Background: an optimization exercise with open tools, aiming at small area and a short achievable clock period. Do not read the settings as production practice. Where RTL was checked, it was by simulation tests only, not by an equivalence proof against the original. The clock port is modelled as an ideal driver, which makes a skipped or thinned clock tree look cheaper than it is; a real chip needs a root buffer or a tree. Power figures rest on the tool's default switching activity, not on a simulated workload.

==> flow/design.v (excerpt) <==
module pipelined_multiplier (
    input clk,
    input rst,
    input [10:0] n1,
    input [7:0] n2,
    output reg [18:0] product
);
Size: ~40 I/O pins.
==> flow/config.mk <==
export PLATFORM = sky130hd
export DESIGN_NAME = pipelined_multiplier
export DESIGN_NICKNAME = pipelined_multiplier
export VERILOG_FILES = /design/flow/design.v
export SDC_FILE = /design/flow/constraint.sdc
export NUM_CORES = 4
export LEC_CHECK = 0
export ABC_AREA = 1
export CAP_MARGIN = 20
export CORE_MARGIN = 2
export CORE_UTILIZATION = 60
export SETUP_SLACK_MARGIN = 2.9
export SLEW_MARGIN = 20
==> flow/constraint.sdc <==
create_clock -name core_clock -period 4.5 [get_ports {clk}]
set_input_delay 0.9000 -clock core_clock [delete_from_list [all_inputs] [get_ports {clk}]]
set_output_delay 0.9000 -clock core_clock [all_outputs]
set_load 0.01 [all_outputs]
standard.sh (not shown) runs the stock make flow with config.mk's settings and CLKGATE_MAP_FILE= SYNTH_SCRIPT=/design/flow/synth_recipe.tcl, a recipe that flattens the netlist after the stock synthesis.
==> flow/flow/run.sh <==
#!/bin/bash
# Own layout flow: the standard ORFS flow (standard.sh) with three changes:
#  - synthesis: the same script as synth_recipe.tcl, except that the second
#    part of Yosys's synth (fine:) runs with -noabc, so the bit-level adders
#    of the design reach extract_fa as written and map onto full-adder cells
#    without inverters between them (the final ABC mapping still runs);
#  - port buffers: buffer_ports uses sky130_fd_sc_hd__buf_1 instead of the
#    cell it picks by itself (clkdlybuf4s50_1);
#  - clock tree: flow/mycts.tcl (sourced before CTS) replaces
#    clock_tree_synthesis with a small tree: the clock port drives four
#    clkbuf_16 buffers; three drive the flip-flops outside r2 directly, the
#    fourth drives three clkbuf_8 buffers that drive r2, so r2's clock
#    arrives one buffer later (skew only between internal registers).
# Each tool's output goes to its own log file in the work folder.
set -euo pipefail
work=$(pwd)
first='proc synth {args} { yosys synth -nofsm -noshare {*}$args }'
if [[ "$(head -1 synth_recipe.tcl)" == "$first" ]]; then
  {
    echo 'proc synth {args} { if {[lsearch $args "fine:"] >= 0} { yosys synth -nofsm -noshare -noabc {*}$args } else { yosys synth -nofsm -noshare {*}$args } }'
    tail -n +2 synth_recipe.tcl
  } > "$work/own_synth.tcl"
else
  cp synth_recipe.tcl "$work/own_synth.tcl"
fi
extra=()
if [[ -f flow/extra.mk ]]; then
  while IFS= read -r line; do
    [[ -n "$line" && "$line" != \#* ]] && extra+=("$line")
  done < flow/extra.mk
fi
bash standard.sh SYNTH_SCRIPT="$work/own_synth.tcl" \
  "BUFFER_PORTS_ARGS=-buffer_cell sky130_fd_sc_hd__buf_1" "PRE_CTS_TCL=$work/flow/mycts.tcl" ${extra[@]+"${extra[@]}"} finish \
  > "$work/orfs_make.log" 2>&1
==> flow/flow/mycts.tcl <==
rename clock_tree_synthesis orig_clock_tree_synthesis

proc own_cts_groups {sinks ngroups} {
  # split sinks ({x y pin}) into ngroups groups by position
  set n [llength $sinks]
  set ny [expr {int(sqrt($ngroups))}]
  if {$ny < 1} { set ny 1 }
  set nx [expr {($ngroups + $ny - 1) / $ny}]
  set groups {}
  set byy [lsort -integer -index 1 $sinks]
  set per_row [expr {($n + $ny - 1) / $ny}]
  for {set r 0} {$r < $ny} {incr r} {
    set row [lrange $byy [expr {$r * $per_row}] [expr {($r + 1) * $per_row - 1}]]
    set byx [lsort -integer -index 0 $row]
    set m [llength $byx]
    set per [expr {($m + $nx - 1) / $nx}]
    for {set c 0} {$c < $nx} {incr c} {
      set g [lrange $byx [expr {$c * $per}] [expr {($c + 1) * $per - 1}]]
      if {[llength $g]} { lappend groups $g }
    }
  }
  return $groups
}

proc own_cts_buffer {cell net group name netname} {
  # buffer driving the pins of group from net, placed at their centre
  set dbu [[ord::get_db_block] getDbUnitsPerMicron]
  set sx 0; set sy 0; set pins {}
  foreach s $group {
    set sx [expr {$sx + [lindex $s 0]}]
    set sy [expr {$sy + [lindex $s 1]}]
    lappend pins [lindex $s 2]
  }
  set cx [expr {double($sx) / [llength $group] / $dbu}]
  set cy [expr {double($sy) / [llength $group] / $dbu}]
  set r [insert_buffer -buffer_cell $cell -net $net -load_pins $pins -location [list $cx $cy] -buffer_name $name -net_name $netname]
  return [get_full_name $r]
}

proc own_cts_branch {top_name sinks nleaf leaf_cell chain top_cell tag} {
  # top buffer (fed by the clock port) -> chain of delay cells -> nleaf leaf
  # buffers -> sinks; with nleaf 0 the top buffer drives the sinks directly
  if {$nleaf == 0} {
    own_cts_buffer $top_cell [get_nets clk] $sinks $top_name "clknet_$top_name"
    return
  }
  set leaves {}
  set k 0
  foreach g [own_cts_groups $sinks $nleaf] {
    lappend leaves [own_cts_buffer $leaf_cell [get_nets clk] $g "clkbuf_${tag}_$k" "clknet_${tag}_$k"]
    incr k
  }
  set lg {}
  foreach l $leaves {
    set bb [[sta::sta_to_db_inst [get_cells $l]] getBBox]
    lappend lg [list [expr {([$bb xMin] + [$bb xMax]) / 2}] [expr {([$bb yMin] + [$bb yMax]) / 2}] [get_pins $l/A]]
  }
  set k 0
  foreach cell $chain {
    set r [own_cts_buffer $cell [get_nets clk] $lg "clkdly_${tag}_$k" "clknet_dly_${tag}_$k"]
    set bb [[sta::sta_to_db_inst [get_cells $r]] getBBox]
    set lg [list [list [expr {([$bb xMin] + [$bb xMax]) / 2}] [expr {([$bb yMin] + [$bb yMax]) / 2}] [get_pins $r/A]]]
    incr k
  }
  own_cts_buffer $top_cell [get_nets clk] $lg $top_name "clknet_$top_name"
}

proc clock_tree_synthesis {args} {
  set top_cell sky130_fd_sc_hd__clkbuf_16
  set leaf_cell sky130_fd_sc_hd__clkbuf_8
  # branch of r2 (second pipeline register) and of r3 (third): leaf count and
  # delay cells; the other flip-flops hang directly off two top buffers
  set r2_leaves 3
  set r2_chain {sky130_fd_sc_hd__clkdlybuf4s25_1}
  set r3_leaves 0
  set r3_chain {}
  foreach v {r2_leaves r2_chain r3_leaves r3_chain} {
    if {[info exists ::env(OWN_CTS_[string toupper $v])]} { set $v $::env(OWN_CTS_[string toupper $v]) }
  }
  set block [ord::get_db_block]
  set normal {}
  set s2 {}
  set s3 {}
  foreach pin [get_pins -of_objects [get_nets clk]] {
    if {[get_property $pin direction] ne "input"} { continue }
    set it [sta::sta_to_db_pin $pin]
    set inst [$it getInst]
    set bb [$inst getBBox]
    set s [list [expr {([$bb xMin] + [$bb xMax]) / 2}] [expr {([$bb yMin] + [$bb yMax]) / 2}] $pin]
    if {[string match {r2*} [$inst getName]]} {
      lappend s2 $s
    } elseif {[string match {r3*} [$inst getName]]} {
      lappend s3 $s
    } else {
      lappend normal $s
    }
  }
  puts "own cts: [llength $normal] flip-flops on direct branches, [llength $s2] r2, [llength $s3] r3"
  set k 0
  foreach g [own_cts_groups $normal 2] {
    own_cts_buffer $top_cell [get_nets clk] $g "clkbuf_top_$k" "clknet_top_$k"
    incr k
  }
  own_cts_branch clkbuf_top_2 $s2 $r2_leaves $leaf_cell $r2_chain $top_cell r2
  own_cts_branch clkbuf_top_3 $s3 $r3_leaves $leaf_cell $r3_chain $top_cell r3
  foreach net [$block getNets] {
    if {[string match clknet_* [$net getName]] || [$net getName] eq "clk"} { $net setSigType CLOCK }
  }
  set_propagated_clock [all_clocks]
}
The baseline passed the timing, DRC and antenna checks.
Change:
--- a/flow/flow/mycts.tcl
+++ b/flow/flow/mycts.tcl
@@ -75 +75 @@
-  set r3_leaves 0
+  set r3_leaves 2
After rerunning: Routed wire length rises by 1.9%. Sequential cell count is unchanged. First-iteration DRC count went down by 45%.
No functional check of the RTL was part of any run of this note. No run of this note takes its clock network from TritonCTS; it comes from the design's own scripts or RTL.

---

pipelined_multiplier, a different RTL version from the one above (not shown whole).
Size: about 530 cells after synthesis, about 40 I/O pins, about 5300 um2 of cells after synthesis.
==> flow/config.mk <==
export PLATFORM = sky130hd
export DESIGN_NAME = pipelined_multiplier
export DESIGN_NICKNAME = pipelined_multiplier
export VERILOG_FILES = /design/flow/design.v
export SDC_FILE = /design/flow/constraint.sdc
export NUM_CORES = 4
export LEC_CHECK = 0
export ABC_AREA = 1
export CAP_MARGIN = 20
export CORE_MARGIN = 2
export CORE_UTILIZATION = 60
export SETUP_SLACK_MARGIN = 2.95
export SLEW_MARGIN = 20
==> flow/constraint.sdc <==
create_clock -name core_clock -period 4.5 [get_ports {clk}]
set_input_delay 0.9000 -clock core_clock [delete_from_list [all_inputs] [get_ports {clk}]]
set_output_delay 0.9000 -clock core_clock [all_outputs]
set_load 0.01 [all_outputs]
Scripts as last shown in full above: flow/flow/run.sh
Other scripts of this flow, unchanged in this note and not shown: flow/flow/mycts.tcl
Change:
--- a/flow/flow/run.sh
+++ b/flow/flow/run.sh
@@ -9,6 +9,4 @@
 #  - clock tree: flow/mycts.tcl (sourced before CTS) replaces
-#    clock_tree_synthesis with a small tree: the clock port drives four
-#    clkbuf_16 buffers; three drive the flip-flops outside r2 directly, the
-#    fourth drives three clkbuf_8 buffers that drive r2, so r2's clock
-#    arrives one buffer later (skew only between internal registers).
+#    clock_tree_synthesis with a one-level tree (4 clkbuf_16 buffers fed by
+#    the clock port, each driving a quarter of the flip-flops).
 # Each tool's output goes to its own log file in the work folder.
Settings changed: SETUP_SLACK_MARGIN 2.95 to 2.9.
- core utilization drops by 2.0 points
- fmax stays flat
- power came out lower by about 4.3%
- first-iteration DRC count goes up by about 11%
- worst setup slack barely changes
Change:
--- a/flow/flow/run.sh
+++ b/flow/flow/run.sh
@@ -9,4 +9,6 @@
 #  - clock tree: flow/mycts.tcl (sourced before CTS) replaces
-#    clock_tree_synthesis with a one-level tree (4 clkbuf_16 buffers fed by
-#    the clock port, each driving a quarter of the flip-flops).
+#    clock_tree_synthesis with a small tree: the clock port drives four
+#    clkbuf_16 buffers; three drive the flip-flops outside r2 directly, the
+#    fourth drives three clkbuf_8 buffers that drive r2, so r2's clock
+#    arrives one buffer later (skew only between internal registers).
 # Each tool's output goes to its own log file in the work folder.
Settings changed: SETUP_SLACK_MARGIN 2.9 to 3.0.
=> The changed run went through all stages and came out clean; maximum frequency barely changes; clock skew grows by 0.0075 ns; design area increases by about 6%; register-to-register slack barely changes; hold slack gets worse by 0.0095 ns; first-iteration DRC count went up by about 20%; synthesized cell count is unchanged.
Change:
--- a/flow/flow/run.sh
+++ b/flow/flow/run.sh
@@ -9,6 +9,4 @@
 #  - clock tree: flow/mycts.tcl (sourced before CTS) replaces
-#    clock_tree_synthesis with a small tree: the clock port drives four
-#    clkbuf_16 buffers; three drive the flip-flops outside r2 directly, the
-#    fourth drives three clkbuf_8 buffers that drive r2, so r2's clock
-#    arrives one buffer later (skew only between internal registers).
+#    clock_tree_synthesis with a one-level tree (4 clkbuf_16 buffers fed by
+#    the clock port, each driving a quarter of the flip-flops).
 # Each tool's output goes to its own log file in the work folder.
Settings changed: SETUP_SLACK_MARGIN 3.0 to 2.8.
Result: The changed run ran to the end with no violations; wire length went down by a few percent; via count goes down slightly; final cell count drops slightly; total power goes down by roughly a tenth; first-iteration DRC count drops by about a fifth; utilization went down by 5.5 points; flip-flop and latch count does not change; worst setup slack loses 0.097 ns; critical path depth went up by 2; maximum frequency goes down by a few percent; global-route usage goes down by 0.74 points.
In every run of this note, the design's own scripts or RTL, not TritonCTS, make the clock network.

-- afterwards: timing with drivers on the ports --
The results above use ideal ports. As a check the final layouts listed here were re-extracted and re-timed, cells and wires unchanged.
Step 1 (the two cells are an assumption about what drives the block):
set clk [get_ports {clk}]
set_driving_cell -lib_cell sky130_fd_sc_hd__clkbuf_16 $clk
set_driving_cell -lib_cell sky130_fd_sc_hd__buf_2 [delete_from_list [all_inputs] $clk]
Step 2, shift: input delay + t, output delay - t, t = (earliest + latest rising clock arrival at the registers) / 2. This alone moves slack from input paths to output paths.
a / b / c = no drivers / after step 1 / after step 2; a / b = the first two.
run	t (ns)	setup slack, ns	latest minus earliest clock arrival (ns)	worst slew at a driven data input, ns
the first run of note 1	0.471	2.857 / 2.857 / 2.713	0.515 / 0.515	0.03
the second run of note 1	0.475	2.928 / 2.887 / 2.715	0.522 / 0.521	0.03
the first run of note 2	0.293	2.952 / 2.881 / 2.955	0.145 / 0.145	0.03
the second run of note 2	0.284	2.952 / 2.887 / 2.923	0.136 / 0.135	0.03
the third run of note 2	0.293	2.951 / 2.879 / 2.961	0.142 / 0.142	0.03
the fourth run of note 2	0.290	2.853 / 2.853 / 2.853	0.135 / 0.134	0.03
Clock arrivals are far apart in the first run of note 1 and the second run of note 1, so t is only a midpoint there and step 2 fits no single register. The setup slack of the second run of note 1, which loses most, moves by -0.041 ns with the drivers and by -0.213 ns with both steps. The worst setup slack also covers recovery checks on asynchronous resets.
